Context: an optimization exercise on an open-source flow, tuned for small area. The choices shown serve that exercise and are no tape-out recipe.
In this exercise RTL edits were held to simulation tests only and were not proved equivalent to the original.
Power figures rest on the tool's default switching activity, not on a simulated workload.

==> flow/design.v, too long to show whole: its modules and the start of the top module <==
// module pdp11: 1000 lines
// module execute: 1027 lines
// module eis_unit: 152 lines
// module add8: 6 lines
// module radd: 18 lines
// module ipl_below: 43 lines
module pdp11(clk, reset, initial_pc, halted, waited, trapped, soft_reset,
	     bus_addr, bus_data_out, bus_data_in,
	     bus_rd, bus_wr, bus_byte_op,
	     bus_arbitrate, bus_ack, bus_error,
	     bus_i_access, bus_d_access, bus_cpu_cm,
	     mmu_fetch_va, mmu_valid_incdec,
	     mmu_trap_odd, mmu_abort, mmu_trap, mmu_wr_inhibit, mmu_incdec,
	     bus_int, bus_int_ipl, bus_int_vector, interrupt_ack_ipl, 
	     pc, psw, psw_io_wr);
  // ...
==> flow/run.sh <==
#!/bin/bash
# synth_recipe.tcl (not shown) runs the flow's synth.tcl, then flattens the netlist and writes it again
# the make line also repeats each setting of config.mk as NAME=value (left out here)
make -C /OpenROAD-flow-scripts/flow DESIGN_CONFIG=/design/flow/config.mk WORK_HOME=/design/flow/orfs CLKGATE_MAP_FILE= SYNTH_SCRIPT=/design/flow/synth_recipe.tcl finish
==> flow/config.mk <==
export PLATFORM = sky130hd
export DESIGN_NAME = pdp11
export DESIGN_NICKNAME = pdp11
export VERILOG_FILES = /design/flow/design.v
export SDC_FILE = /design/flow/constraint.sdc
export NUM_CORES = 4
export LEC_CHECK = 0
export CAP_MARGIN = 35
export CORE_MARGIN = 2
export CORE_UTILIZATION = 30
export SLEW_MARGIN = 35
==> flow/constraint.sdc <==
create_clock -name core_clock -period 14.0 [get_ports {clk}]
set_input_delay 2.8000 -clock core_clock [delete_from_list [all_inputs] [get_ports {clk}]]
set_output_delay 2.8000 -clock core_clock [all_outputs]
set_load 0.01 [all_outputs]
==> run notes, run 1 <==
3,985 cells are multi-input combinational gates. Largest cell class by area: multi-input combinational cells. Number of buffer cells added on primary ports: 156. The tools report the antenna diode count as 18. For the number of endpoints failing setup at the final stage, the log shows 0.

For the length of routed met2 wiring, the log shows 98,160 um. The longest clock path from root to sink contains 3 buffers. The floorplan step defined a die boundary enclosing 0.1303 sq mm.

The final weighted congestion in routability-driven placement is 1.092, and the instance count on the critical path is 42. Timing would allow up to 75.33 MHz. The wire length on met1 came out at 96,870 um. The net count of the finished layout is 5,312.

TritonCTS built the clock tree. The flow ran to the end and the layout has no timing, DRC or antenna violations. The later pin in the worst-skew pair is clocked with a latency of 0.73 ns. For the synthesized instance count, the log shows 4,976. In this run the worst hold path is classified as flop to flop. The tools report the count of clock-net buffers in the final layout as 68. In the synthesized netlist the dominant register cell turns out to be edfxtp_1. The XOR/XNOR share of the synthesized area is 2.062%, and the total CTS buffers is 49. The commonest cells after synthesis are 602 x nor2_1, 592 x nand2_1, 461 x a21oi_1, 440 x o21ai_0, 363 x clkbuf_1. In the final layout, non-clock buffers account for 9.084% of the cell area. Across the whole layout, storage elements make up 21.90% of the cell area. The root buffer cell was clkbuf_16. The path with the worst hold slack has its endpoint at interrupt_ack_ipl[6]$_SDFFE_PP0P_. The count of non-CTS buffers in the layout was 481. The largest registers in the layout are r6 (64), exec.eis_box.acc (32).

Library cell occupying the most area in the post-synthesis netlist: edfxtp_1.
==> module pdp11, before the edit <==
module pdp11(clk, reset, initial_pc, halted, waited, trapped, soft_reset,
	     bus_addr, bus_data_out, bus_data_in,
	     bus_rd, bus_wr, bus_byte_op,
	     bus_arbitrate, bus_ack, bus_error,
	     bus_i_access, bus_d_access, bus_cpu_cm,
	     mmu_fetch_va, mmu_valid_incdec,
	     mmu_trap_odd, mmu_abort, mmu_trap, mmu_wr_inhibit, mmu_incdec,
	     bus_int, bus_int_ipl, bus_int_vector, interrupt_ack_ipl, 
	     pc, psw, psw_io_wr);
   input clk, reset;
   input [15:0] initial_pc;
   output 	halted;
   output 	waited;
   output 	trapped;
   output 	soft_reset;
   output [15:0] bus_addr;
   reg [15:0] 	 bus_addr;
   input [15:0]  bus_data_in;
   output [15:0] bus_data_out;
   reg [15:0] 	 bus_data_out;
   output 	 bus_rd, bus_wr, bus_byte_op;
   reg 		 bus_rd, bus_wr, bus_byte_op;
   output 	 bus_arbitrate;
   input 	 bus_ack, bus_error;
   input 	 bus_int;
   input [7:0] 	 bus_int_ipl, bus_int_vector;
   output [7:0]  interrupt_ack_ipl;
   reg [7:0] 	 interrupt_ack_ipl;
   output [15:0] psw;
   output [15:0] pc;
   input 	 psw_io_wr;
   output 	 bus_i_access;
   output 	 bus_d_access;
   output [1:0]  bus_cpu_cm;
   output 	 mmu_fetch_va;
   output 	 mmu_valid_incdec;
   output 	 mmu_trap_odd;
   output 	 mmu_wr_inhibit;
   output [15:0] mmu_incdec;
   input 	 mmu_abort;
   input 	 mmu_trap;
   reg 		 interrupt;
   wire [15:0] 	 bus_addr_mux;
   wire [15:0] 	 bus_data_out_mux;
   wire 	 bus_rd_r, bus_wr_r, bus_byte_op_r;
   reg 		halted;
   reg 		waited;
   wire 	trap;
   reg 		trap_bpt;
   reg 		trap_iot;
   reg 		trap_emt;
   reg 		trap_trap;
   reg 		trap_odd;
   reg 		trap_oflo;
   reg 		trap_bus;
   reg 		trap_ill;
   reg 		trap_res;
   reg 		trap_priv;
   reg 		trap_abort;
   reg 		trace_inhibit;
   reg [7:0] 	vector;
   wire 	trace;
   wire 	odd_fetch;
   wire 	odd_pc;
   wire 	waiting;
   wire 	bus_req;
   reg [15:0] 	psw;
   wire 	cc_n, cc_z, cc_v, cc_c;
   wire [2:0] 	ipl;
   reg [15:0] 	r0, r1, r2, r3, r4, r5;
   reg [15:0] 	r6[0:3];
   reg [15:0] 	pc;
   wire [15:0] 	sp;
   wire 	assert_wait;
   wire 	assert_halt;
   wire 	assert_reset;
   wire 	assert_bpt;
   wire 	assert_iot;
   wire 	assert_trap_odd;
   wire 	assert_trap_oflo;
   wire 	assert_trap_ill;
   wire 	assert_trap_res;
   wire 	assert_trap_priv;
   wire 	assert_trap_emt;
   wire 	assert_trap_trap;
   wire 	assert_trap_bus;
   wire 	assert_trap_abort;
   wire 	assert_trace_inhibit;
   wire 	deassert_wait;
   wire [3:0] 	isn_15_12;
   wire [6:0] 	isn_15_9;
   wire [9:0] 	isn_15_6;
   wire [8:0] 	isn_14_6;
   wire [5:0] 	isn_11_6;
   wire [2:0] 	isn_11_9;
   wire [5:0] 	isn_5_0;
   wire 	is_isn_rss;
   wire 	is_isn_rdd;
   wire 	is_isn_rxx;
   wire 	is_isn_r32;
   wire 	is_isn_byte;
   wire 	is_isn_mfpx;
   wire 	is_isn_mtpx;
   wire 	is_isn_mfps;
   wire 	is_illegal;
   wire 	is_reserved;
   wire 	no_operand;
   wire 	store_result;
   wire 	store_result32;
   wire 	store_ss_reg;
   wire 	need_srcspec_dd_word,
		need_srcspec_dd_byte,
		need_srcspec_dd;
   wire 	need_destspec_dd_word,
		need_destspec_dd_byte,
		need_destspec_dd,
		need_pop_reg,
		need_pop_pc_psw,
		need_push_state,
		need_dest_data,
		need_src_data;
   wire 	need_s1,
		need_s2,
		need_s4,
		need_d1,
		need_d2,
		need_d4;
   wire [15:0] 	new_pc;
   wire 	latch_pc;
   wire 	latch_sp;
   wire 	new_cc_n, new_cc_z, new_cc_v, new_cc_c;
   wire 	latch_cc;
   wire [3:0] 	new_psw_cc;
   wire [2:0] 	new_psw_prio;
   wire 	latch_psw_prio;
   wire [15:0] 	new_psw_rti_kernel;
   wire [15:0] 	new_psw_rti_user;
   reg [15:0] 	isn;
   reg [15:0] 	ea;
   wire [15:0] 	dd_ea = ea;
   wire [15:0] 	ss_ea = ea;
   wire [2:0] 	dd_mode, dd_reg;
   wire 	dd_dest_mem,
		dd_dest_reg,
		dd_ea_ind,
		dd_post_incr,
		dd_pre_dec;
   wire [2:0] 	ss_mode, ss_reg;
   wire [15:0] 	ss_reg_value;	 
   wire [15:0] 	ss_rego1_value;	 
   wire [15:0] 	dd_reg_value;	 
   reg [15:0] 	ss_data;	 
   reg [15:0] 	dd_data;	 
   wire [15:0] 	e1_data = dd_data;	 
   wire [15:0] 	e32_data = ss_data;	 
   wire [15:0] 	trap_pc = dd_data;
   wire [15:0] 	trap_psw = ss_data;
   wire 	ss_ea_ind,
		ss_post_incr,
		ss_pre_dec;
   wire [15:0] 	pc_mux;
   wire [15:0] 	sp_mux;
   wire [15:0] 	ss_data_mux;
   wire [15:0] 	dd_data_mux;
   wire [15:0] 	e1_data_mux;
   wire [15:0] 	e1_result;
   wire [15:0] 	e32_result;
   wire 	e1_advance;
   wire 	ok_to_assert_trap;
   wire 	ok_to_reset_trap;
   wire 	ok_to_reset_trace_inhibit;
   parameter 	mode_kernel = 2'b00;
   parameter 	mode_super  = 2'b01;
   parameter 	mode_undef  = 2'b10;
   parameter 	mode_user   = 2'b11;
   wire [1:0] 	current_mode;
   wire [1:0] 	previous_mode;
   parameter
       h1 = 5'b00000,
       f1 = 5'b00001,
       c1 = 5'b00010,
       s1 = 5'b00011,
       s2 = 5'b00100,
       s3 = 5'b00101,
       s4 = 5'b00110,
       d1 = 5'b00111,
       d2 = 5'b01000,
       d3 = 5'b01001,
       d4 = 5'b01010,
       e1 = 5'b01011,
       w1 = 5'b01100,
       o1 = 5'b01101,
       o2 = 5'b01110,
       o3 = 5'b01111,
       p1 = 5'b10001,
       t0 = 5'b10010,
       t1 = 5'b10011,
       t2 = 5'b10100,
       t3 = 5'b10101,
       t4 = 5'b10110,
       i1 = 5'b10111;
   wire [4:0] 	new_istate;
   reg [4:0] 	istate;
   wire        enable_execute;
   assign      enable_execute = istate == e1 &&
				~is_illegal && ~is_reserved &&
				~trap_odd && ~trap_abort 
&& ~trap_bus;
wire        enable_d1;
assign      enable_d1 = istate == d1 && ~trap_abort && ~trap_bus;
wire        enable_s1;
assign      enable_s1 = istate == s1 && ~trap_abort && ~trap_bus;
   execute exec(.clk(clk), .reset(reset),
		 .enable(enable_execute),
		 .pc(pc), .psw(psw),
		 .ss_data(ss_data), .dd_data(dd_data),
		 .cc_n(cc_n), .cc_z(cc_z), .cc_v(cc_v), .cc_c(cc_c),
		 .current_mode(current_mode),
		 .dd_ea(dd_ea),
		 .ss_reg(ss_reg),
		 .ss_reg_value(ss_reg_value),
		 .ss_rego1_value(ss_rego1_value),
		 .isn(isn),  .r5(r5),
		 .assert_halt(assert_halt),
		 .assert_wait(assert_wait),
		 .assert_trap_priv(assert_trap_priv),
		 .assert_trap_emt(assert_trap_emt), 
		 .assert_trap_trap(assert_trap_trap),
		 .assert_bpt(assert_bpt),
		 .assert_iot(assert_iot),
		 .assert_reset(assert_reset),
		 .assert_trace_inhibit(assert_trace_inhibit),
		 .e1_result(e1_result), .e32_result(e32_result),
		 .e1_advance(e1_advance),
		 .new_pc(new_pc), .latch_pc(latch_pc), .latch_sp(latch_sp),
		 .new_cc_n(new_cc_n), .new_cc_z(new_cc_z), 
		 .new_cc_v(new_cc_v), .new_cc_c(new_cc_c),
		 .latch_cc(latch_cc),
		 .latch_psw_prio(latch_psw_prio),
		 .new_psw_prio(new_psw_prio));
   wire        ea_s = (istate == s1 || istate == s2);
   wire [2:0]  ea_mode = ea_s ? ss_mode : dd_mode;
   wire [2:0]  ea_reg = ea_s ? ss_reg : dd_reg;
   wire [15:0] ea_rv = reg_b;
   wire        ea_in2 = (istate == s2 || istate == d2);
   wire [15:0] ea_addend = ea_in2 ? bus_data_in :
	       ((is_isn_byte && ea_reg < 6) ? 16'hffff : 16'hfffe);
   wire [15:0] ea_sum;
   wire        ea_co;
   radd #(16) ea_add(.a(ea_rv), .b(ea_addend), .ci(1'b0), .s(ea_sum), .co(ea_co));
   wire [15:0] ea_mux =
	       (istate == s3 || istate == d3) ? bus_data_in :
	       ea_in2 ?
	       ((ea_mode == 3 || ea_mode == 5) ? bus_data_in :
		(ea_mode == 6 || ea_mode == 7) ? ea_sum :
		ea) :
	       (ea_mode == 4 || ea_mode == 5) ? ea_sum :
	       (ea_mode == 6 || ea_mode == 7) ? pc :
	       ea_rv;
   wire [15:0] trap_vector_mux =
	       ((odd_pc |
		 trap_odd | trap_oflo | trap_bus | trap_res) ? 16'o4 :
		trap_ill ? 16'o10 :
		trap_priv ? 16'o10 :
		(trap_bpt | (trace && ~trap_iot)) ? 16'o14 :
		trap_iot ? 16'o20 :
		trap_emt ? 16'o30 :
		trap_trap ? 16'o34 :
		trap_abort ? 16'o250 :
		interrupt ? { 8'b0, vector } :
		16'd0);
   wire        id_post = ea_s ? ss_post_incr : dd_post_incr;
   wire        id_1 = need_destspec_dd_byte && ea_reg < 6 &&
	       (id_post ? ea_mode == 2 : ea_mode == 4);
   wire [15:0] new_reg_incdec;
   wire        id_co;
   radd #(16) id_add(.a(ea_rv), .b(id_post ? (id_1 ? 16'd1 : 16'd2) :
				 (id_1 ? 16'hffff : 16'hfffe)),
		     .ci(1'b0), .s(new_reg_incdec), .co(id_co));
   wire [15:0] sp_adj;
   wire        sp_co;
   radd #(16) sp_add(.a(sp), .b((istate == o1 || istate == o2 || istate == o3) ?
				16'd2 : 16'hfffe),
		     .ci(1'b0), .s(sp_adj), .co(sp_co));
   wire [15:0] pc_plus2;
   wire        pc_co;
   radd #(15) pc_add(.a(pc[15:1]), .b(15'd1), .ci(1'b0), .s(pc_plus2[15:1]), .co(pc_co));
   assign pc_plus2[0] = pc[0];
   wire [15:0] ss_ea_plus2;
   wire        ss_ea_co;
   radd #(15) ss_ea_add(.a(ss_ea[15:1]), .b(15'd1), .ci(1'b0), .s(ss_ea_plus2[15:1]), .co(ss_ea_co));
   assign ss_ea_plus2[0] = ss_ea[0];
   assign ss_data_mux =
	       (istate == c1 && rb_src_c1) ? ss_reg_value :
	       (istate == s4) ? bus_data_in :
	       16'b0;
   assign dd_data_mux =
	       (istate == c1 && is_isn_mfps) ? {8'b0, psw[7:0]} :  
	       (istate == c1 && dd_mode == 0 && ~rb_src_c1) ? dd_reg_value :
	       (istate == d4) ? bus_data_in :
	       16'b0;
   assign e1_data_mux =
	       (istate == e1) ? e1_result :
	       (istate == o3) ? bus_data_in :
 	       16'b0;
   wire trap_or_int = trap || interrupt || trace || odd_pc;
   assign pc_mux =
	  (istate == f1 && !trap_or_int                  ) ? pc_plus2 :
	  (istate == s1 && (ss_mode == 6 || ss_mode == 7)) ? pc_plus2 :
	  (istate == d1 && (dd_mode == 6 || dd_mode == 7)) ? pc_plus2 :
	  (istate == e1 && latch_pc                      ) ? new_pc :
	  (istate == o1 || istate == t1                  ) ? bus_data_in :
	  pc;
   assign sp_mux =
		  (istate == e1) ? e1_result :
		  sp_adj;
   wire sp_we = istate == o1 || istate == o2 || istate == o3 ||
		istate == p1 || istate == t3 || istate == t4 ||
		(istate == e1 && latch_sp);
   assign cc_n = psw[3];
   assign cc_z = psw[2];
   assign cc_v = psw[1];
   assign cc_c = psw[0];
   assign ipl  = psw[7:5];
   assign sp = r6[current_mode];
   assign current_mode = psw[15:14];
   assign previous_mode = psw[13:12];
   assign new_psw_cc = {new_cc_n, new_cc_z, new_cc_v, new_cc_c};
   assign new_psw_rti_kernel = { bus_data_in[15:5],
				 bus_data_in[4] | psw[4],
				 bus_data_in[3:0] };
   assign new_psw_rti_user = { 4'b1111, 7'b0,
			       bus_data_in[4] | psw[4],
			       bus_data_in[3:0] };
   wire [15:0] new_psw_wr;
   wire [15:0] new_psw_wr_kernel;
   wire [15:0] new_psw_wr_user;
   assign new_psw_wr = new_psw_wr_kernel;
   assign new_psw_wr_kernel = { bus_data_out_mux[15:5],
				bus_data_in[4] | psw[4],
				bus_data_out_mux[3:0] };
   assign new_psw_wr_user = { psw[15:12] | bus_data_out_mux[15:12],
			      7'b0,
			      bus_data_out_mux[4] | psw[4],
			      bus_data_out_mux[3:0] };
   always @(posedge clk)
     if (reset)
	  psw <= 16'o0340;
     else
       if (~waiting)
       begin
	  case (istate)
	    e1:
	      psw <= { psw[15:8], 
		       latch_psw_prio ? new_psw_prio : psw[7:5],
		       psw[4],
		       latch_cc ? new_psw_cc : psw[3:0]};
	    o2:
	      psw <= current_mode != mode_user ?
		     new_psw_rti_kernel : new_psw_rti_user;
            t2:
	      psw <= { bus_data_in[15:14], psw[15:14], bus_data_in[11:0] };
	    w1:
	      if (psw_io_wr)
		begin
		   if (~bus_byte_op_r)
		     psw <= new_psw_wr;
		   else
		     if (bus_addr_mux[0])
		       psw <= {new_psw_wr[15:8], psw[7:0]};
		     else
		       psw <= {psw[15:8], new_psw_wr[7:0]};
		end
	    default:
	      psw <= psw;
	  endcase
       end
   assign isn_15_12 = isn[15:12];
   assign isn_15_9  = isn[15:9];
   assign isn_15_6  = isn[15:6];
   assign isn_14_6  = isn[14:6];
   assign isn_11_6  = isn[11:6];
   assign isn_11_9  = isn[11:9];
   assign isn_5_0   = isn[5:0];
   assign need_destspec_dd_word =
	(isn_15_6 == 10'o0001) ||				 
	(isn_15_6 == 10'o0003) ||				 
	(isn_15_12 == 0 && (isn_11_6 >= 6'o40 && isn_11_6 <= 6'o63))|| 
	(isn_15_12 == 0 && (isn_11_6 >= 6'o65 && isn_11_6 <= 6'o67))|| 
	(isn_15_12 >= 4'o01 && isn_15_12 <= 4'o06) ||		 
	(isn_15_9 >= 7'o070 && isn_15_9 <= 7'o074) || 		 
	(isn_15_12 == 4'o10 &&
	 (isn_11_6 >= 6'o65 && isn_11_6 <= 6'o66))||		 
	(isn_15_12 == 4'o16);					 
   assign need_destspec_dd_byte =				 
	(isn_15_12 == 4'o10 && (isn_11_6 >= 6'o50 && isn_11_6 <= 6'o64))||
	(isn_15_12 == 4'o10 && (isn_11_6 == 6'o67)) ||		 
	(isn_15_12 >= 4'o11 && isn_15_12 < 4'o16);		 
   assign need_destspec_dd = need_destspec_dd_word | need_destspec_dd_byte;
   assign need_srcspec_dd_word = 
	 (isn_15_12 >= 4'o01 && isn_15_12 <= 4'o06) ||		 
	 (isn_15_12 == 4'o16);					 
   assign need_srcspec_dd_byte = 
	 (isn_15_12 >= 4'o11 && isn_15_12 <= 4'o15);		 
   assign need_srcspec_dd = need_srcspec_dd_word | need_srcspec_dd_byte;
   assign no_operand =
	(isn_15_6 == 10'o0000 && isn_5_0 < 6'o10) ||
	(isn_15_6 == 10'o0002 && (isn_5_0 >= 6'o30 )) ||
	(isn_15_12 == 0 && (isn_11_6 >= 6'o04 && isn_11_6 <= 6'o37)) ||
	(isn_15_9 == 7'o104) ||					 
	0;
   assign is_illegal =
	(isn_15_6 == 10'o0000 && isn_5_0 > 6'o07) ||
	(isn_15_6 == 10'o0000 && isn_5_0 == 6'o07) ||		 
	(isn_15_6 == 10'o0002 && (isn_5_0 >= 6'o10 && isn_5_0 <= 6'o27)) ||
	(isn_15_12 == 4'o07 && (isn_11_9 == 5 || isn_11_9 == 6)) ||
	(isn_15_12 == 4'o17);
   assign is_reserved =
	(isn_15_6 == 10'o0001 && isn[5:3] == 3'b000) ||		 
   	(isn_15_9 == 7'o004 && isn[5:3] == 3'b000);		 
   assign need_pop_reg =					 
			(isn_15_6 == 10'o0002 && (isn_5_0 < 6'o10)) ||
			(isn_15_6 == 10'o0064) ||		 
			(isn_15_6 == 10'o0070) ||		 
			(isn_14_6 == 9'o066);			 
   assign need_pop_pc_psw =					 
	(isn_15_6 == 0 && (isn_5_0 == 6'o02 || isn_5_0 == 6'o06));
   assign need_push_state =
			   (isn_15_9 == 7'o004) ||		 
			   (isn_14_6 == 9'o065);		 
   assign assert_trap_ill = is_illegal;
   assign assert_trap_res = is_reserved;
   assign odd_pc = pc[0];
   assign odd_fetch = (bus_rd_r || bus_wr_r) && bus_addr_mux[0] && ~bus_byte_op_r;
   assign assert_trap_odd = odd_fetch;			 
   reg [1:0] trap_count;
   assign assert_trap_oflo = 				 
	     (((istate == s1 && ss_pre_dec && ss_reg == 6) ||
	       (istate == d1 && dd_pre_dec && dd_reg == 6)) &&
	      new_reg_incdec[15:8] == 8'd0) ||
	     (trap && sp_adj[15:8] == 8'd0) ||
	     ((istate == t3 || istate == t4) && trap_count < 2 && sp_adj[15:8] == 8'd0) ||
	     (interrupt && sp_adj[15:8] == 8'd0);
   always @(posedge clk)
     if (reset)
       trap_count <= 0;
     else
       if (istate == f1 && ~trap)
	 trap_count <= 0;
       else
	 if (istate == t0 && trap)
	   trap_count <= trap_count + 1;
   assign assert_trap_bus = bus_error;
   assign assert_trap_abort = mmu_abort || mmu_trap;
   assign trace = psw[4] && !trace_inhibit;			 
   assign store_result32 =
			  (isn_15_9 == 7'o070) ||		 
			  (isn_15_9 == 7'o071) ||		 
			  (isn_15_9 == 7'o073);			 
   assign store_result =
		!no_operand &&
		!store_result32 &&
		!(isn_15_9 == 7'o004) &&			 
		!(isn_15_9 == 7'o072) &&			 
		!(isn_15_9 == 7'o077) &&			 
		!(isn_15_6 == 10'o0001) &&			 
		!(isn_15_6 == 10'o0057) &&
		!(isn_15_6 == 10'o1057) &&			 
		!(isn_14_6 == 9'o064) &&			 
		!(isn_14_6 == 9'o065) &&			 
		!(isn_15_12 == 4'o02) &&
		!(isn_15_12 == 4'o12) &&			 
		!(isn_15_12 == 4'o03) &&
		!(isn_15_12 == 4'o13) &&			 
		!((isn_15_6 >= 10'o1000) && (isn_15_6 <= 10'o1037)) && 
		!((isn_15_6 >= 10'o0004) && (isn_15_6 <= 10'o0034));   
   assign need_dest_data = 
		   !(isn_15_12 == 4'o01) &&			 
		   !(isn_15_12 == 4'o11) &&			 
		   !(isn_15_9 == 7'o04) &&			 
		   !((isn_15_6 == 10'o0050) ||
		     (isn_15_6 == 10'o1050)) && 		 
		   !(isn_15_6 == 10'o0001);			 
   assign is_isn_byte = isn[15] &&
			!(isn_15_12 == 4'o16) && 		 
			!is_isn_mtpx && 			 
			!is_isn_mfpx;		 		 
   assign is_isn_rdd = 
		       (isn_15_9 == 7'o004) ||			 
		       (isn_15_9 == 7'o074) ||			 
		       (isn_15_9 == 7'o077);			 
   assign is_isn_rss = 
		       (isn_15_9 == 7'o070) ||			 
		       (isn_15_9 == 7'o071) ||			 
		       (isn_15_9 == 7'o072) ||			 
		       (isn_15_9 == 7'o073);			 
   assign is_isn_rxx = is_isn_rdd || is_isn_rss;
   assign is_isn_r32 = (isn_15_9 == 7'o071);			 
   assign is_isn_mfpx = (isn_14_6 == 9'o065);			 
   assign is_isn_mtpx = (isn_14_6 == 9'o066);			 
   assign is_isn_mfps = (isn_15_6 == 10'o1067);			 
   assign need_src_data =
			 !((isn_15_6 == 10'o0050) ||
			   (isn_15_6 == 10'o1050));		 
   assign ss_mode = isn[11:9];
   assign ss_reg = (isn_15_6 == 10'o0064) ? 3'd5 : isn[8:6];
   assign ss_ea_ind = ss_mode == 7;
   assign store_ss_reg = (isn_15_9 == 004 && ss_reg != 7) ||	 
			 (isn_15_9 == 7'o072) ||		 
			 (isn_15_9 == 7'o077) ||		 
			 (isn_15_6 == 10'o0064);		 
   assign ss_post_incr = need_srcspec_dd &&
			 (ss_mode == 2 || ss_mode == 3);
   assign ss_pre_dec = need_srcspec_dd &&
		       (ss_mode == 4 || ss_mode == 5);
   assign dd_mode = isn[5:3];
   assign dd_reg = isn[2:0];
   assign dd_dest_mem = dd_mode != 0;
   assign dd_dest_reg = dd_mode == 0;
   assign dd_ea_ind = dd_mode == 7;
   assign dd_post_incr = need_destspec_dd &&
			 (dd_mode == 2 || dd_mode == 3);
   assign dd_pre_dec = need_destspec_dd &&
		       (dd_mode == 4 || dd_mode == 5);
   wire        is_isn_ashc = isn_15_9 == 7'o073;
   wire        rb_src_c1 = is_isn_rxx && ~is_isn_ashc;
   wire        rb_dd = (istate == c1 && ~rb_src_c1) ||
	       (istate == d1 && ~(is_isn_ashc && dd_mode == 0)) ||
	       istate == d2;
   wire [2:0]  rb_reg = rb_dd ? dd_reg : ss_reg;
   wire [1:0]  rb_bank = (rb_dd && is_isn_mfpx) ? previous_mode : current_mode;
   wire [15:0] reg_b = rb_reg == 0 ? r0 :
	       rb_reg == 1 ? r1 :
	       rb_reg == 2 ? r2 :
	       rb_reg == 3 ? r3 :
	       rb_reg == 4 ? r4 :
	       rb_reg == 5 ? r5 :
	       rb_reg == 6 ? r6[rb_bank] :
	       pc;
   assign ss_reg_value = reg_b;
   assign ss_rego1_value = (ss_reg == 3'd0 || ss_reg == 3'd1) ? r1 :
			   (ss_reg == 3'd2 || ss_reg == 3'd3) ? r3 :
			   (ss_reg == 3'd4 || ss_reg == 3'd5) ? r5 :
			   pc;
   assign dd_reg_value = reg_b;
   assign need_s1 = need_srcspec_dd;
   assign need_d1 = need_destspec_dd;
   assign need_s2 = need_srcspec_dd && (ss_mode == 3 || ss_mode >= 5);
   assign need_d2 = need_destspec_dd && (dd_mode == 3 || dd_mode >= 5);
   assign need_s4 = need_srcspec_dd && ss_mode != 0 && need_src_data;
   assign need_d4 = need_destspec_dd && dd_mode != 0 && need_dest_data;
   assign bus_rd_r =
		  istate == f1 ||
		  (istate == s2 || istate == s3 || istate == s4) ||
		  (istate == d2 || istate == d3 || istate == d4) ||
		  (istate == o1 || istate == o2 || istate == o3) ||
		  (istate == t1 || istate == t2);
   assign bus_wr_r =
		  (istate == w1 && store_result && dd_dest_mem) ||
		  istate == p1 ||
		  (istate == t3 || istate == t4);
   assign bus_data_out_mux =
		  istate == w1 ? e1_data :
		  istate == p1 ? (is_isn_mfpx ?			 
				  dd_data : ss_reg_value) :
		  istate == t3 ? trap_psw :
   		  istate == t4 ? trap_pc :
		  16'b0;
   assign bus_addr_mux =
		    istate == f1 ? pc :
		    istate == s2 ? ss_ea :
		    istate == s3 ? ss_ea :
		    istate == s4 ? ss_ea :
		    istate == d2 ? dd_ea :
    		    istate == d3 ? dd_ea :
    		    istate == d4 ? dd_ea :
		    istate == w1 ? dd_ea :
		    istate == o1 ? sp :
		    istate == o2 ? sp :
		    istate == o3 ? sp :
		    istate == p1 ? sp_adj :
		    istate == t1 ? ss_ea :
		    istate == t2 ? ss_ea :
		    istate == t3 ? sp_adj :
		    istate == t4 ? sp_adj :
		    16'b0;
   always @(posedge clk)
     if (reset)
       begin
	  bus_rd <= 0;
	  bus_wr <= 0;
	  bus_byte_op <= 0;
       end
     else
       begin
	  if ((bus_rd || bus_wr) && bus_ack)
	    begin
	       bus_rd <= 0;
	       bus_wr <= 0;
	       bus_byte_op <= 0;
	    end
	  else
	    if (bus_rd_r)
	      begin
		 bus_byte_op <= bus_byte_op_r;
		 bus_rd <= bus_rd_r;
	      end
	    else
	      if (bus_wr_r)
		begin
		   bus_byte_op <= bus_byte_op_r;
		   bus_wr <= bus_wr_r;
		end
       end
   wire   bus_addr_valid;
   assign bus_addr_valid = bus_rd_r || bus_wr_r;
   always @(posedge clk)
     if (reset)
       begin
	  bus_addr <= initial_pc;
	  bus_data_out <= 0;
       end
     else
       if (bus_addr_valid)
	 begin
	    bus_addr <= bus_addr_mux;
	    bus_data_out <= bus_data_out_mux;
	 end
   assign bus_byte_op_r = (istate == w1 || istate == s4 || istate == d4) ?
			  is_isn_byte: 1'b0;
   assign bus_i_access = istate == f1 ||
			 (istate == s1 && (ss_mode == 6 || ss_mode == 7)) ||
			 (istate == d1 && (dd_mode == 6 || dd_mode == 7));
   assign bus_d_access = (istate == d1 && (dd_mode != 6 && dd_mode != 7)) ||
			  (istate == w1);
   wire force_previous_mode;
   wire force_kernel_mode;
   assign force_kernel_mode = (istate == t1 || istate == t2);
   assign force_previous_mode =
	(is_isn_mfpx && (istate == d2 || istate == d3 || istate == d4)) ||
	(is_isn_mtpx && (istate == d4 || istate == w1));
   assign bus_cpu_cm = force_kernel_mode ? 2'b0 :
		       force_previous_mode ? previous_mode :
		       current_mode;
   assign mmu_fetch_va = istate == f1 && ~trap && ~waiting;
   assign mmu_trap_odd = assert_trap_odd;
   assign mmu_wr_inhibit = (trap_abort || mmu_abort) && istate == w1;
   reg 	      rf_we;
   reg [2:0]  rf_wi;
   reg [15:0] rf_wd;
   reg 	      rf_w32;
   reg [1:0]  rf_bank;
   always @(*)
     begin
	rf_we = 1'b0;
	rf_wi = ss_reg;
	rf_wd = e1_data;
	rf_w32 = 1'b0;
	rf_bank = current_mode;
	case (istate)
	  s1:
	    begin
	       rf_we = ss_post_incr || ss_pre_dec;
	       rf_wd = new_reg_incdec;
	    end
	  d1:
	    begin
	       rf_we = (dd_post_incr || dd_pre_dec) && enable_d1;
	       rf_wi = dd_reg;
	       rf_wd = new_reg_incdec;
	    end
	  w1:
	    if (store_result && dd_dest_mem)
	      ;
	    else if (store_result && dd_dest_reg)
	      begin
		 rf_we = 1'b1;
		 rf_wi = dd_reg;
		 if (is_isn_mtpx)
		   rf_bank = previous_mode;
	      end
	    else if (store_ss_reg)
	      rf_we = 1'b1;
	    else if (store_result32)
	      begin
		 rf_we = 1'b1;
		 rf_wi = ss_reg | 3'd1;
		 rf_w32 = ~ss_reg[0];
	      end
	  default:
	    ;
	endcase
     end
   always @(posedge clk)
     if (reset)
       begin
	  r0 <= 0;
	  r1 <= 0;
	  r2 <= 0;
	  r3 <= 0;
	  r4 <= 0;
	  r5 <= 0;
	  r6[0] <= 0;
	  r6[1] <= 0;
	  r6[2] <= 0;
	  r6[3] <= 0;
	  pc <= initial_pc;
       end
     else
       if (~waiting)
	 begin
	    if (istate != w1)
	      pc <= pc_mux;
	    if (sp_we)
	      r6[current_mode] <= sp_mux;
	    if (rf_we)
	      case (rf_wi)
		0: r0 <= rf_wd;
		1: r1 <= rf_wd;
		2: r2 <= rf_wd;
		3: r3 <= rf_wd;
		4: r4 <= rf_wd;
		5: r5 <= rf_wd;
		6: r6[rf_bank] <= rf_wd;
		7: pc <= rf_wd;
	      endcase
	    if (rf_w32)
	      case (ss_reg[2:1])
		0: r0 <= e32_data;
		1: r2 <= e32_data;
		2: r4 <= e32_data;
		3: r6[current_mode] <= e32_data;
	      endcase
	 end
   always @(posedge clk)
     if (~waiting)
       begin
	  if (istate == f1)
	    isn <= bus_data_in;
       end
   assign ok_to_assert_trap =
			     istate == f1 || istate == c1 || istate == e1 ||
			     istate == s4 || istate == d4 || istate == w1 ||
			     istate == t3 || istate == t4 ||
			     istate == s1 || istate == d1;
   assign ok_to_reset_trap = istate == t1;
   assign ok_to_reset_trace_inhibit = istate == f1;
   assign trapped = trap;
   assign trap =
            trap_bpt || trap_iot || trap_emt || trap_trap ||
	    trap_res || trap_ill || trap_odd || trap_oflo ||
	    trap_priv || trap_bus || trap_abort;
   assign soft_reset = (istate == e1 || istate == w1) && assert_reset;
   always @(posedge clk)
     if (reset)
       begin
	  trap_bpt <= 0;
	  trap_iot <= 0;
	  trap_emt <= 0;
	  trap_trap <= 0;
	  trap_res <= 0;
	  trap_ill <= 0;
	  trap_odd <= 0;
	  trap_oflo <= 0;
	  trap_priv <= 0;
	  trap_bus <= 0;
	  trap_abort <= 0;
	  trace_inhibit <= 0;
       end
   else
     begin
	if (ok_to_reset_trap)
	  begin
	     trap_odd <= 0;
	     if (~trap_odd && ~trap_ill && ~trap_res &&
		 ~trap_priv && ~trap_bpt && ~trap_iot &&
		 ~trap_emt && ~trap_trap && ~trap_bus &&
		 ~trap_abort)
	       trap_oflo <= 0;
	     trap_ill <= 0;
	     trap_res <= 0;
	     trap_priv <= 0;
	     trap_bpt <= 0;
	     trap_iot <= 0;
	     trap_emt <= 0;
	     trap_trap <= 0;
	     trap_bus <= 0;
	     trap_abort <= 0;
	  end
	else
	  if (ok_to_assert_trap)
	    begin
	       if (assert_trap_odd)
		    trap_odd <= 1;
	       if (assert_trap_oflo)
		    trap_oflo <= 1;
	       if (assert_trap_bus)
		    trap_bus <= 1;
	       if (assert_trap_abort)
		    trap_abort <= 1;
	       if (istate == c1)
		 begin
		    if (assert_trap_ill)
		      trap_ill <= 1;
		    if (assert_trap_res)
		      trap_res <= 1;
		 end
               if (istate == e1)
		 begin
		    if (assert_trap_priv)
                      trap_priv <= 1;
		    if (assert_bpt)
                      trap_bpt <= 1;
		    if (assert_iot)
                      trap_iot <= 1;
		    if (assert_trap_emt)
                      trap_emt <= 1;
		    if (assert_trap_trap)
                      trap_trap <= 1;
		    if (assert_trace_inhibit)
		      trace_inhibit <= 1;
		 end
	    end  
	if (ok_to_reset_trace_inhibit)
	  trace_inhibit <= 0;
     end
   assign deassert_wait =   istate == i1;
   always @(posedge clk)
     if (reset)
       begin
	  halted <= 0;
	  waited <= 0;
       end
     else
       begin
	  if (istate == e1)
	    begin
	       if (assert_halt)
		 begin
		    halted <= 1;
		 end
	       if (assert_wait)
		 begin
		    waited <= 1;
		 end
	    end  
	  else
	    if (deassert_wait)
	      begin
		 waited <= 0;
	      end
       end
   wire ok_to_assert_int;
   assign ok_to_assert_int = istate == f1 || istate == i1 ||
			     istate == s4 || istate == d4 || istate == w1;
   wire ipl_below;
   wire [7:0] ipl_winner;
   ipl_below ibf(clk, reset, ipl, bus_int_ipl, ipl_below, ipl_winner);
   always @(posedge clk)
     if (reset)
       begin
	  interrupt <= 0;
	  interrupt_ack_ipl <= 0;
       end
     else
       if (ok_to_assert_int)
	 begin
	    if (bus_int & ipl_below && ~interrupt)
	    begin
               interrupt <= 1;
	       interrupt_ack_ipl <= ipl_winner ;
               vector <= bus_int_vector;
            end
	  else
	    begin
	       interrupt_ack_ipl <= 0;
	    end
       end
     else
       if (istate == t4)
	 begin
	    interrupt <= 0;
	    interrupt_ack_ipl <= 0;
	    vector <= 0;
	 end
   wire do_push_state;
   assign do_push_state = need_push_state && !(assert_trap_bus || trap_bus);
   assign new_istate =
		      istate == f1 ? ((trap||interrupt||trace||odd_pc) ? t0 :
        			      c1) :
		       istate == c1 ? ((is_illegal || is_reserved) ? f1 :
        			       no_operand ? e1 :
        			       need_s1 ? s1 :
        			       need_d1 ? d1 :
				       e1):
		       istate == s1 ? (need_s2 ? s2 :
				       need_s4 ? s4 :
				       d1) :
		       istate == s2 ? (ss_ea_ind ? s3 :
        			       need_s4 ? s4 :
				       d1) :
		       istate == s3 ? s4 :
		       istate == s4 ? d1 :
		       istate == d1 ? (need_d2 ? d2 : 
        			       need_d4 ? d4 :
        			       do_push_state ? p1 :
        			       e1) :
		       istate == d2 ? (dd_ea_ind ? d3 :
        			       need_d4 ? d4 :
        			       do_push_state ? p1 :
        			       e1) :
		       istate == d3 ? (need_d4 ? d4 :
        			       do_push_state ? p1 :
        			       e1) :
		       istate == d4 ? (do_push_state ? p1 :
        			       e1) :
		       istate == e1 ? (~e1_advance ? e1 :
				       need_pop_reg ? o3 :
				       need_pop_pc_psw ? o1 :
        			       w1) :
		       istate == w1 ? (halted ? h1 :
				       waited ? i1 :
				       f1) :
		       istate == o1 ? o2 :
		       istate == o2 ? f1 :
		       istate == o3 ? w1 :
		       istate == p1 ? e1 :
		       istate == t0 ? t1 :		       
		       istate == t1 ? t2 :
		       istate == t2 ? t3 :
		       istate == t3 ? t4 :
		       istate == t4 ? f1 :
		       istate == i1 ? (interrupt ? f1 : i1) :
		       istate == h1 ? h1 :
		       istate;
   assign bus_req = bus_rd_r || bus_wr_r;
   assign waiting = bus_req && !bus_ack;
   assign bus_arbitrate = istate == f1;
   always @(posedge clk)
     if (reset)
       istate <= f1;
     else
       istate <= waiting ? istate : new_istate;
   always @(posedge clk)
     if (~waiting)
       begin
	  if (istate == s1 || istate == s2 || istate == s3 ||
	      istate == c1 || istate == d1 || istate == d2 || istate == d3)
	    ea <= ea_mux;
	  else if (istate == t0)
	    ea <= trap_vector_mux;
	  else if (istate == t1)
	    ea <= ss_ea_plus2;
	  if (istate == c1 || istate == s4)
	    ss_data <= ss_data_mux;
	  else if (istate == s1 && ss_mode == 0)
	    ss_data <= reg_b;
	  else if (istate == e1 && e1_advance)
	    ss_data <= e32_result;
	  else if (istate == t0)
	    ss_data <= psw;
	  if (istate == c1 || istate == d4)
	    dd_data <= dd_data_mux;
	  else if (istate == d1 && rb_src_c1 && dd_mode == 0)
	    dd_data <= reg_b;
	  else if ((istate == e1 && e1_advance) || istate == o3)
	    dd_data <= e1_data_mux;
	  else if (istate == t0)
	    dd_data <= pc;
       end
   reg [15:0] reg_incdec;
   reg 	      reg_valid_incdec;
   wire [4:0] ss_reg_delta, dd_reg_delta;
   wire ss_reg_delta_1, dd_reg_delta_1;
   assign dd_reg_delta_1 = (need_destspec_dd_byte && dd_reg < 6 && dd_mode == 2);
   assign ss_reg_delta_1 = (is_isn_byte  && ss_reg < 6 && ss_mode == 2);
   assign dd_reg_delta = dd_post_incr ?
			 (dd_reg_delta_1 ? 5'b00001 : 5'b00010) :
			 (dd_reg_delta_1 ? 5'b11111 : 5'b11110);   
   assign ss_reg_delta = ss_post_incr ?
			 (ss_reg_delta_1 ? 5'b00001 : 5'b00010) :
			 (ss_reg_delta_1 ? 5'b11111 : 5'b11110);   
   assign mmu_incdec = reg_incdec;
   assign mmu_valid_incdec = reg_valid_incdec;
   always @(posedge clk)
     if (reset)
       reg_valid_incdec <= 0;
     else
       reg_valid_incdec <= (istate == s1) || (istate == d1);
   always @(posedge clk)
     if (reset)
       reg_incdec <= 0;
     else
       begin
	  if ((ss_post_incr || ss_pre_dec) && istate == s1)
	    reg_incdec <= { reg_incdec[15:8], ss_reg_delta, ss_reg };
	  if ((dd_post_incr || dd_pre_dec) && istate == d1)
	    reg_incdec <= { dd_reg_delta, dd_reg, reg_incdec[7:0] };
       end
endmodule
==> module eis_unit, before the edit <==
module eis_unit(clk, reset, op_div, op_shift, ready, done,
		multiplier, operand, dividend, shift_in, shift,
		product, mul_n, mul_z, mul_c,
		quotient, remainder, div_overflow,
		shift_result, last_bit, sign_change16, sign_change32);
   input         clk;
   input 	 reset;
   input 	 op_div;		 
   input 	 op_shift;
   input 	 ready;
   output 	 done;
   input [15:0]  multiplier;		 
   input [15:0]  operand;		 
   input [31:0]  dividend;
   input [31:0]  shift_in;
   input [5:0] 	 shift;
   output [31:0] product;
   output 	 mul_n, mul_z, mul_c;
   output [15:0] quotient, remainder;
   output 	 div_overflow;
   output [31:0] shift_result;
   output 	 last_bit, sign_change16, sign_change32;
   reg [31:0] 	 acc;
   reg [5:0] 	 cnt;
   reg 		 last_bit, sign_change16, sign_change32;
   reg [1:0] 	 state;
   wire [1:0] 	 next_state;
   parameter 	 idle = 2'd0;
   parameter 	 running = 2'd1;
   parameter 	 last = 2'd2;
   assign 	 done = state == last;
   wire 	 up = ~shift[5];
   wire 	 div_op = op_div & ~op_shift;
   wire 	 final_bit = (op_shift & ~up) ? (cnt == 6'd63) : (cnt == 6'd1);
   always @(posedge clk)
     if (reset)
       state <= idle;
     else
       state <= next_state;
   assign next_state = (state == idle && ready) ?
		       ((op_shift && shift == 6'd0) ? last : running) :
		       (state == running) ? (final_bit ? last : running) :
		       (state == last) ? (ready ? last : idle) : idle;
   wire [15:0] mc;
   wire        mc_co;
   radd #(16) mc_abs(.a(operand ^ {16{operand[15]}}), .b(16'd0),
		     .ci(operand[15]), .s(mc), .co(mc_co));
   wire        mul_bit = acc[0] ^ (multiplier[15] & last_bit);
   wire [16:0] mul_sum;
   radd #(16) mul_add(.a(acc[31:16]),
		      .b((~op_shift & mul_bit) ? mc : 16'd0), .ci(1'b0),
		      .s(mul_sum[15:0]), .co(mul_sum[16]));
   wire [4:0]  idx = cnt[4:0] - 5'd1;
   reg 	       lower_nz;
   integer     k;
   always @(*)
     begin
	lower_nz = 1'b0;
	for (k = 0; k < 31; k = k + 1)
	  if (k < idx)
	    lower_nz = lower_nz | dividend[k];
     end
   wire        dividend_bit = dividend[idx] ^ (dividend[31] & lower_nz);
   wire [15:0] trial = {acc[30:16], dividend_bit};
   wire [15:0] diff;
   wire        diff_co;
   radd #(16) div_sub(.a(trial), .b(~mc), .ci(1'b1), .s(diff), .co(diff_co));
   wire        fits = diff_co;
   always @(posedge clk)
     if (state == idle)
       begin
	  sign_change16 <= 1'b0;
	  sign_change32 <= 1'b0;
	  last_bit <= 1'b0;
	  if (op_shift)
	    begin
	       cnt <= shift;
	       acc <= shift_in;
	    end
	  else if (op_div)
	    begin
	       cnt <= 6'd32;
	       acc <= 32'd0;
	    end
	  else
	    begin
	       cnt <= 6'd16;
	       acc <= {16'd0, multiplier};
	    end
       end
     else
       if (state == running)
	 begin
	    if ((op_shift & ~up) | (~op_shift & ~div_op & ~cnt[4]))
	      acc <= {op_shift ? acc[31] : mul_sum[16], mul_sum[15:0], acc[15:1]};
	    if ((op_shift & up) | div_op)
	      acc <= {div_op ? (acc[31] | acc[15]) : acc[30],
		      div_op ? (fits ? diff[14:0] : trial[14:0]) : acc[29:15],
		      acc[14:0], div_op & fits};
	    cnt <= cnt + ((op_shift & ~up) ? 6'd1 : 6'h3f);
	    if (op_shift)
	      begin
		 last_bit <= up ? acc[31] : acc[0];
		 if (up & (acc[15] ^ acc[14]))
		   sign_change16 <= 1'b1;
		 if (up & (acc[31] ^ acc[30]))
		   sign_change32 <= 1'b1;
	      end
	    else if (~div_op & ~cnt[4])
	      last_bit <= last_bit | acc[0];
	 end
   assign shift_result = acc;
   reg 	       any, ge, other;
   integer     b;
   always @(*)
     begin
	any = 1'b0;
	ge = 1'b0;
	other = 1'b0;
	for (b = 1; b < 32; b = b + 1)
	  if (b > cnt[4:0])
	    begin
	       any = any | acc[b];
	       if (b >= cnt[4:0] + 16)
		 ge = ge | acc[b];
	       if (b != cnt[4:0] + 16)
		 other = other | acc[b];
	    end
     end
   wire        mul_neg = multiplier[15] ^ operand[15];
   wire        at15 = acc[{1'b1, cnt[3:0]}];
   wire        gt = ge & (~at15 | other);
   assign mul_z = ~any;
   assign mul_n = mul_neg & any;
   assign mul_c = mul_neg ? gt : ge;
   wire        div_neg = operand[15] ^ dividend[31];
   wire [15:0] lo_in = op_div ? {1'b0, acc[30:16]} : acc[16:1];
   wire        lo_neg = op_div ? dividend[31] : mul_neg;
   wire [16:0] lo_out;
   radd #(16) lo_add(.a(lo_in ^ {16{lo_neg}}), .b(16'd0), .ci(lo_neg),
		     .s(lo_out[15:0]), .co(lo_out[16]));
   wire [15:0] hi_in = op_div ? acc[15:0] : {1'b0, acc[31:17]};
   wire        hi_neg = op_div ? div_neg : mul_neg;
   wire [15:0] hi_out;
   wire        hi_co;
   radd #(16) hi_add(.a(hi_in ^ {16{hi_neg}}), .b(16'd0),
		     .ci(op_div ? div_neg : lo_out[16]), .s(hi_out), .co(hi_co));
   assign product = {hi_out, lo_out[15:0]};
   assign quotient = hi_out;
   assign remainder = lo_out[15:0];
   assign div_overflow = acc[31] || (acc[15] && acc[14:0] != 15'd0);
endmodule
==> inputs of run 2 (changes only) <==
--- a/flow/design.v
+++ b/flow/design.v
@@ -238,4 +238,5 @@
 		 .latch_cc(latch_cc),
 		 .latch_psw_prio(latch_psw_prio),
+		 .div_keep(div_keep),
 		 .new_psw_prio(new_psw_prio));
    wire        ea_s = (istate == s1 || istate == s2);
@@ -249,12 +250,13 @@
    wire        ea_co;
    radd #(16) ea_add(.a(ea_rv), .b(ea_addend), .ci(1'b0), .s(ea_sum), .co(ea_co));
-   wire [15:0] ea_mux =
-	       (istate == s3 || istate == d3) ? bus_data_in :
-	       ea_in2 ?
-	       ((ea_mode == 3 || ea_mode == 5) ? bus_data_in :
-		(ea_mode == 6 || ea_mode == 7) ? ea_sum :
-		ea) :
-	       (ea_mode == 4 || ea_mode == 5) ? ea_sum :
-	       (ea_mode == 6 || ea_mode == 7) ? pc :
+   wire        ea_s3 = (istate == s3 || istate == d3);
+   wire        ea_bus = ea_s3 || (ea_in2 && (ea_mode == 3 || ea_mode == 5));
+   wire        ea_sel_add = ea_in2 ? ea_mode[2:1] == 2'b11 : ea_mode[2:1] == 2'b10;
+   wire        ea_pc = ~ea_in2 && ea_mode[2:1] == 2'b11;
+   wire        ea_load = istate == c1 || istate == s1 || istate == d1 || ea_s3 ||
+	       (ea_in2 && (ea_mode == 3 || ea_mode[2]));
+   wire [15:0] ea_mux = ea_bus ? bus_data_in :
+	       ea_sel_add ? ea_sum :
+	       ea_pc ? pc :
 	       ea_rv;
    wire [15:0] trap_vector_mux =
@@ -291,8 +293,5 @@
    radd #(15) ss_ea_add(.a(ss_ea[15:1]), .b(15'd1), .ci(1'b0), .s(ss_ea_plus2[15:1]), .co(ss_ea_co));
    assign ss_ea_plus2[0] = ss_ea[0];
-   assign ss_data_mux =
-	       (istate == c1 && rb_src_c1) ? ss_reg_value :
-	       (istate == s4) ? bus_data_in :
-	       16'b0;
+   assign ss_data_mux = (istate == s4) ? bus_data_in : ss_reg_value;
    assign dd_data_mux =
 	       (istate == c1 && is_isn_mfps) ? {8'b0, psw[7:0]} :  
@@ -528,5 +527,5 @@
 	       (istate == d1 && ~(is_isn_ashc && dd_mode == 0)) ||
 	       istate == d2;
-   wire [2:0]  rb_reg = rb_dd ? dd_reg : ss_reg;
+   wire [2:0]  rb_reg = (istate == t0) ? 3'd7 : rb_dd ? dd_reg : ss_reg;
    wire [1:0]  rb_bank = (rb_dd && is_isn_mfpx) ? previous_mode : current_mode;
    wire [15:0] reg_b = rb_reg == 0 ? r0 :
@@ -682,5 +681,5 @@
 	    else if (store_ss_reg)
 	      rf_we = 1'b1;
-	    else if (store_result32)
+	    else if (store_result32 && ~div_keep_r)
 	      begin
 		 rf_we = 1'b1;
@@ -733,4 +732,9 @@
 	      endcase
 	 end
+   wire       div_keep;
+   reg 	      div_keep_r;
+   always @(posedge clk)
+     if (istate == e1)
+       div_keep_r <= div_keep;
    always @(posedge clk)
      if (~waiting)
@@ -882,5 +886,4 @@
 	    interrupt <= 0;
 	    interrupt_ack_ipl <= 0;
-	    vector <= 0;
 	 end
    wire do_push_state;
@@ -945,6 +948,5 @@
      if (~waiting)
        begin
-	  if (istate == s1 || istate == s2 || istate == s3 ||
-	      istate == c1 || istate == d1 || istate == d2 || istate == d3)
+	  if (ea_load)
 	    ea <= ea_mux;
 	  else if (istate == t0)
@@ -967,5 +969,5 @@
 	    dd_data <= e1_data_mux;
 	  else if (istate == t0)
-	    dd_data <= pc;
+	    dd_data <= reg_b;	 
        end
    reg [15:0] reg_incdec;
@@ -1012,7 +1014,9 @@
 	       new_pc, latch_pc, latch_sp,
 	       new_cc_n, new_cc_z, new_cc_v, new_cc_c,
-	       latch_cc, latch_psw_prio, new_psw_prio);
+	       latch_cc, latch_psw_prio, new_psw_prio, div_keep);
    input clk;
    input reset;
+   output div_keep;		 
+   reg 	  div_keep;
    input enable;
    input [15:0] pc, psw;
@@ -1142,5 +1146,4 @@
 		    .operand(dd_data),
 		    .dividend({ss_reg_value, ss_rego1_value}),
-		    .shift_in(shift_in),
 		    .shift(shift),
 		    .product(mul_result),
@@ -1208,4 +1211,5 @@
 	div_ready = 0;
 	div_abort = 0;
+	div_keep = 0;
 	shift_ready = 0;
 	shift = 0;
@@ -1237,4 +1241,5 @@
 	div_ready = 0;
 	div_abort = 0;
+	div_keep = 0;
 	shift_ready = 0;
 	shift = 0;
@@ -1642,8 +1647,8 @@
 		   1:					     
 		     begin
+			e32_result = div_result;
+			e1_result = div_remainder;
 			if (dd_data == 0)
 			  begin
-			     e32_result = ss_reg_value;
-			     e1_result = ss_rego1_value;
 			     new_cc_n = 0;
 			     new_cc_z = 1;
@@ -1652,4 +1657,5 @@
 			     latch_cc = 1;
 			     div_abort = 1;
+			     div_keep = 1;
 			  end
 			else if ((ss_reg_value == 16'h8000 &&
@@ -1657,6 +1663,4 @@
 				 (dd_data == 16'o177777))
 			  begin
-			     e32_result = ss_reg_value;
-			     e1_result = ss_rego1_value;
 			     new_cc_v = 1;
 			     new_cc_z = 1;
@@ -1665,17 +1669,15 @@
 			     latch_cc = 1;
 			     div_abort = 1;
+			     div_keep = 1;
 			  end
 			else begin
 			   div_ready = 1;
-			   e32_result = div_result;
-			   e1_result = div_remainder;
 			   if (div_overflow)
 			     begin
-				e32_result = ss_reg_value;
-				e1_result = ss_rego1_value;
-				new_cc_n = e32_result_sign;
+				new_cc_n = ss_reg_value[15];
 				new_cc_z = 0;
 				new_cc_v = 1;
 				new_cc_c = 0;
+				div_keep = 1;
 			     end else begin
 				new_cc_n = e32_result_sign;
@@ -2027,5 +2029,5 @@
 endmodule  
 module eis_unit(clk, reset, op_div, op_shift, ready, done,
-		multiplier, operand, dividend, shift_in, shift,
+		multiplier, operand, dividend, shift,
 		product, mul_n, mul_z, mul_c,
 		quotient, remainder, div_overflow,
@@ -2040,5 +2042,4 @@
    input [15:0]  operand;		 
    input [31:0]  dividend;
-   input [31:0]  shift_in;
    input [5:0] 	 shift;
    output [31:0] product;
@@ -2099,20 +2100,10 @@
 	  sign_change16 <= 1'b0;
 	  sign_change32 <= 1'b0;
-	  last_bit <= 1'b0;
-	  if (op_shift)
-	    begin
-	       cnt <= shift;
-	       acc <= shift_in;
-	    end
-	  else if (op_div)
-	    begin
-	       cnt <= 6'd32;
-	       acc <= 32'd0;
-	    end
-	  else
-	    begin
-	       cnt <= 6'd16;
-	       acc <= {16'd0, multiplier};
-	    end
+	  last_bit <= div_op & dividend[31];
+	  acc <= {(op_shift & op_div) ? dividend[31:16] :
+		  (op_shift & multiplier[15]) ? 16'hffff : 16'd0,
+		  (op_shift & op_div) ? dividend[15:0] :
+		  div_op ? 16'd0 : multiplier};
+	  cnt <= op_shift ? shift : div_op ? 6'd32 : 6'd16;
        end
      else
@@ -2138,30 +2129,28 @@
 	 end
    assign shift_result = acc;
-   reg 	       any, ge, other;
+   reg 	       below, gt16;
    integer     b;
    always @(*)
      begin
-	any = 1'b0;
-	ge = 1'b0;
-	other = 1'b0;
+	below = 1'b0;
+	gt16 = 1'b0;
 	for (b = 1; b < 32; b = b + 1)
-	  if (b > cnt[4:0])
-	    begin
-	       any = any | acc[b];
-	       if (b >= cnt[4:0] + 16)
-		 ge = ge | acc[b];
-	       if (b != cnt[4:0] + 16)
-		 other = other | acc[b];
-	    end
+	  begin
+	     if (b > cnt[4:0] && b < cnt[4:0] + 16)
+	       below = below | acc[b];
+	     if (b > cnt[4:0] + 16)
+	       gt16 = gt16 | acc[b];
+	  end
      end
    wire        mul_neg = multiplier[15] ^ operand[15];
-   wire        at15 = acc[{1'b1, cnt[3:0]}];
-   wire        gt = ge & (~at15 | other);
-   assign mul_z = ~any;
-   assign mul_n = mul_neg & any;
+   wire        at15 = ~cnt[4] & acc[{1'b1, cnt[3:0]}];
+   wire        ge = at15 | gt16;
+   wire        gt = gt16 | (at15 & below);
+   assign mul_z = ~(ge | below);
+   assign mul_n = mul_neg & (ge | below);
    assign mul_c = mul_neg ? gt : ge;
-   wire        div_neg = operand[15] ^ dividend[31];
+   wire        div_neg = operand[15] ^ last_bit;
    wire [15:0] lo_in = op_div ? {1'b0, acc[30:16]} : acc[16:1];
-   wire        lo_neg = op_div ? dividend[31] : mul_neg;
+   wire        lo_neg = op_div ? last_bit : mul_neg;
    wire [16:0] lo_out;
    radd #(16) lo_add(.a(lo_in ^ {16{lo_neg}}), .b(16'd0), .ci(lo_neg),
@@ -2172,5 +2161,6 @@
    wire        hi_co;
    radd #(16) hi_add(.a(hi_in ^ {16{hi_neg}}), .b(16'd0),
-		     .ci(op_div ? div_neg : lo_out[16]), .s(hi_out), .co(hi_co));
+		     .ci(op_div ? div_neg : (mul_neg & lo_in == 16'd0)),
+		     .s(hi_out), .co(hi_co));
    assign product = {hi_out, lo_out[15:0]};
    assign quotient = hi_out;
--- a/flow/config.mk
+++ b/flow/config.mk
@@ -6,6 +6,9 @@
 export NUM_CORES = 4
 export LEC_CHECK = 0
+export ABC_AREA = 1
 export CAP_MARGIN = 35
 export CORE_MARGIN = 2
-export CORE_UTILIZATION = 30
+export CORE_UTILIZATION = 40
+export CTS_CLUSTER_DIAMETER = 120
+export CTS_CLUSTER_SIZE = 20
 export SLEW_MARGIN = 35
==> run 2 against run 1 <==
Critical path type unchanged. Critical endpoint is now pc[0]$_DFFE_PP_. Via count up 1.3%. Setup slack better by 0.14 ns. Synthesized cell count up 11%. Clock-buffer cell count down 30. Die area down 27%. Final cell count up 1.3%. Register-to-register slack better by 0.14 ns. Worst hold slack better by 0.0097 ns. Largest power group unchanged. Global-route usage up 14 points. Power down 3.5%. Non-clock buffer count down 117.
==> run notes, run 2 <==
Setup repair after global routing left no endpoint under its margin. The initial antenna violation count was 15. The total wirelength of the detailed-routed design is 253,000 um.

At the worst endpoint, the arrival time is 13.54 ns. The placed wire-length estimate after detailed placement was 195,300 um; the final critical-path share of the clock period was 93.81%. Beginning of the worst hold path: reg_incdec[10]$_SDFFE_PP0P_.

The analysis attributes to cell leakage a power of 16.85 nW. The first global-routing pass estimated 339,100 um of wire. The via count of the first global-routing pass is 41.47k. For this design, the slowest cell found on the critical path is edfxtp_1. The fraction of met2 tracks used by global routing came out at 69.31%.

The top cell types in the final layout, fill and taps aside, are 1,026 x nand2_1, 585 x inv_1, 580 x o21ai_0. The power after layout was 12.69 mW. The commonest cells after synthesis are 1,030 x nand2_1, 595 x o21ai_0, 588 x inv_1, 525 x nor2_1, 508 x a21oi_1. In this run the worst hold path is classified as flop to flop. The tools report the count of synthesis-stage warnings from yosys as 4. Once detail routing completed, the nets flagged for antenna violations numbered 0.

In this run the worst path has a maximum fanout of 32. Cells with a size suffix above 1 make up 7.937% of the layout. The area of the core is 0.09194 sq mm. By instance count, the leading cell after synthesis is nand2_1. The switching component of the power is 8.102 mW.

In this design, the critical path's most frequently occurring cell is fa_1. The switching share of power works out to 63.85%. The worst setup path is captured at a flop. Number of buffer cells added on primary ports: 156 (unchanged). The routed wire length per instance came out at 36.96 um. For this run, global-route usage on met3 was measured as 20.51%. Leaving out fill and tap cells, the most frequent cell in the layout is nand2_1. Global routing finished with a remaining overflow of 0. The total number of placement rows is 111, and the part of the Yosys area used for sequential elements is 26.29%. Post-route DRC violation count: 0. Ranked by total cell area, the synthesized netlist is headed by edfxtp_1 17%, nand2_1 10%, dfxtp_1 9.5%.

The global-route usage over all layers is 51.22%. The final weighted congestion in routability-driven placement is 1.118 (+2.4%). The number of hold buffers added after CTS was 0. For the maximum number of pins on one net before global-route repair, the log shows 79.

On the critical path the largest part of the delay comes from adder cells. Once the floorplan was initialized, standard cells occupied 40.49% of the core. Relative to the synthesized area, the layout overhead comes to 12.14%. More flip-flops sit in one register than any other, and that register is r6. The sink count of the clock tree was 385; the combinational share of power was 77.1%.

The total CTS buffers was 28 (-43%); the area fraction of the dominant cell type after synthesis was 16.78%. After the first detailed-routing iteration, the DRC count stood at 8,508. The worst-case register-to-register setup slack is 0.87 ns. The worst setup path is of the flop to flop kind. The synthesized area divided by synthesized cell count was 6.757 sq um; the number of register bits inferred by synthesis was 385.

The final hold violation count is 0. In this run, flip-flops and latches consume 15.4% of the power. Maximum clock skew at final layout: 0.03817 ns. The cell sitting at the root of the clock tree is a clkbuf_16. The achievable clock frequency came out at 76.14 MHz (+1.1%). The die is 309.1 um wide.

Summing over every cut layer, the via total after detailed routing is 46.58k. The number of endpoints failing setup at the final stage is 0 (unchanged), and the clock share of power is 7.5%. The number of nets in the final layout is 5,836 (+9.9%), and the instance count after placement with tap cells included is 6,786.

The peak supply drop was 0.0002933 V. The power per cell area is 303.9 mW/mm^2, and the internal portion of total power is 4.587 mW. After layout, the minimum clock period comes to 13.13 ns. Summing every instance area after synthesis gives 0.03723 sq mm. met2 is the most crowded layer.

The global-route track usage on met1 is 66.94%, and the final standard cell count with taps included and fillers excluded is 6,846. The tools report the number of buffers on the longest clock path as 3 (unchanged). For hold timing, the worst endpoint is reg_incdec[10]$_SDFFE_PP0P_. In the synthesized netlist the dominant register cell turns out to be edfxtp_1. The worst pin sits at a relative slew slack of 27.40%. The number of max-cap violations is 0, and the number of detailed-routing iterations run before antenna repair is 9. Gates resized during post-CTS repair numbered 0. The number of H-tree levels was 1. The number of cells on the worst reg-to-reg path is 54, and the async set-or-reset flop fraction in the synthesized netlist is 0%. The run finished with no timing, DRC or antenna violations. The tools report the area of the die as 0.09553 sq mm (-27%). Library cell occupying the most area in the post-synthesis netlist: edfxtp_1.

The end of the worst register-to-register path was pc[0]$_DFFE_PP_. The die extent in y is 309.1 um. TritonCTS built the clock tree.

The unique cell type count in the Yosys netlist is 77, and the insertion delay of the later-clocked pin in the worst-skew pair is 0.70 ns (-0.03 ns). The largest registers in the layout are r6 (64), exec.eis_box.acc (32). The run gives 0 as the count of pins over their slew limit. The largest incremental delay on the critical path is 0.92 ns. In the final timing run, aggregate negative setup slack is 0 ns. The tools report the utilization of the core after routing as 45.41%.

At the worst endpoint, the required time is 14.41 ns. For the pin with the worst max-slew slack, the measured transition is 1.078 ns. The number of setup buffers added after CTS is 0, and the synthesized instance count is 5,510 (+11%). The synthesized design contains 208 enable-type register cells.

In this run the critical register-to-register path is launched from isn[7]$_DFFE_PP_. The worst hold path was traced through 2 stages. The detailed-route vias per instance was 6.803.

The number of flip-flops in the largest register works out to 64. For the top-level port count, the log shows 160. The tools report the nature of the critical path startpoint as a flop.

The critical path buffer and inverter count is 12. Clock-pin slew was measured on the worst setup and hold paths at 0.09 ns.
## run 2: area by class of cell
class	count	area, sq um
Timing Repair Buffer	364	3193
Inverter	662	2491
Clock buffer	38	759.5
Sequential cell	385	9789
Tap cell	1243	1555
Multi-Input combinational cell	4134	23750
Antenna cell	9	22.52
Clock inverter	11	183.9
Fill cell	9804	50190
## run 2: kinds of logic after synthesis
logic type      synth area share (%)
mux                           0.1613
fa+ha+maj                      8.906
compound gates                 28.62
flops                          26.29
simple gates                   23.84
other cells                  0.01007
xor+xnor                       1.670
buf+inv                        10.50
## run 2: metrics by stage
step | instance area (sq um) | worst slack [ns] | hold slack, ns
6_report | 41750 | 0.8671 | 0.4769
5_1_grt | 41730 | 0.8629 | 0.5029
4_1_cts | 41670 | 1.536 | 0.4740
3_5_place_dp | 40720 | 1.553 | 0.4610
3_3_place_gp | 40570 | 1.619 | 0.4487
2_1_floorplan | 37230 | 3.725 | 0.4376
## run 2: worst register-to-register path, delay by kind of cell, from the launching register on
| kind | cells | cell delay [ns] |
|---|---|---|
| AOI/OAI and AO/OA | 10 | 1.39 |
| adders and majority gates | 16 | 6.16 |
| buffers and inverters | 12 | 1.96 |
| DFF | 1 | 0.92 |
| and+or+nand+nor | 16 | 2.45 |
## run 2: metal layers
layer  wire, um  up-vias
li1           -    19290
met1      94520    22240
met2      96610     4106
met3      41230      926
met4      20520       14
met5        146        -
## run 2: worst max-delay path by stage
stage | start | endpoint | slack (ns) | depth (start not counted)
5_1_grt | isn[7]$_DFFE_PP_ | pc[0]$_DFFE_PP_ | 0.86 | 54
3_3_place_gp | isn[7]$_DFFE_PP_ | pc[1]$_DFFE_PP_ | 1.62 | 52
6_report | isn[7]$_DFFE_PP_ | pc[0]$_DFFE_PP_ | 0.87 | 54
4_1_cts | isn[7]$_DFFE_PP_ | pc[0]$_DFFE_PP_ | 1.54 | 54
3_5_place_dp | isn[7]$_DFFE_PP_ | pc[0]$_DFFE_PP_ | 1.55 | 54
2_1_floorplan | isn[13]$_DFFE_PP_ | pc[10]$_DFFE_PP_ | 3.73 | 51
## run 2: power by group through the flow
stage / clock [mW] / sequential (mW) / combinational [mW]
global route: 0.965 / 1.95 / 10.0
global placement: 0 / 1.94 / 9.05
finish: 0.949 / 1.95 / 9.79
floorplan: 0 / 1.78 / 5.02
CTS: 0.935 / 1.92 / 9.13
detailed placement: 0 / 1.94 / 9.08

==> re-timing with driven ports <==
How much do the figures lean on ideal ports? The routed layouts below were timed once more, with nothing changed but the port constraints. Step 1, drivers: a clkbuf_16 drives clk and a buf_2 each remaining input, both assumed. Step 2, shift: input delay + t, output delay - t, t = (earliest + latest rising clock arrival at the registers) / 2. This alone moves slack from input paths to output paths. a / b / c = ideal ports / drivers / drivers and shift; a / b = the first two.
run	t, ns	setup slack, ns	worst hold slack (ns)
run 1	0.776	0.726 / 0.726 / 0.726	0.467 / 0.467 / 0.467
run 2	0.760	0.867 / 0.867 / 0.867	0.477 / 0.477 / 0.477
After both steps every run listed still meets setup and hold.
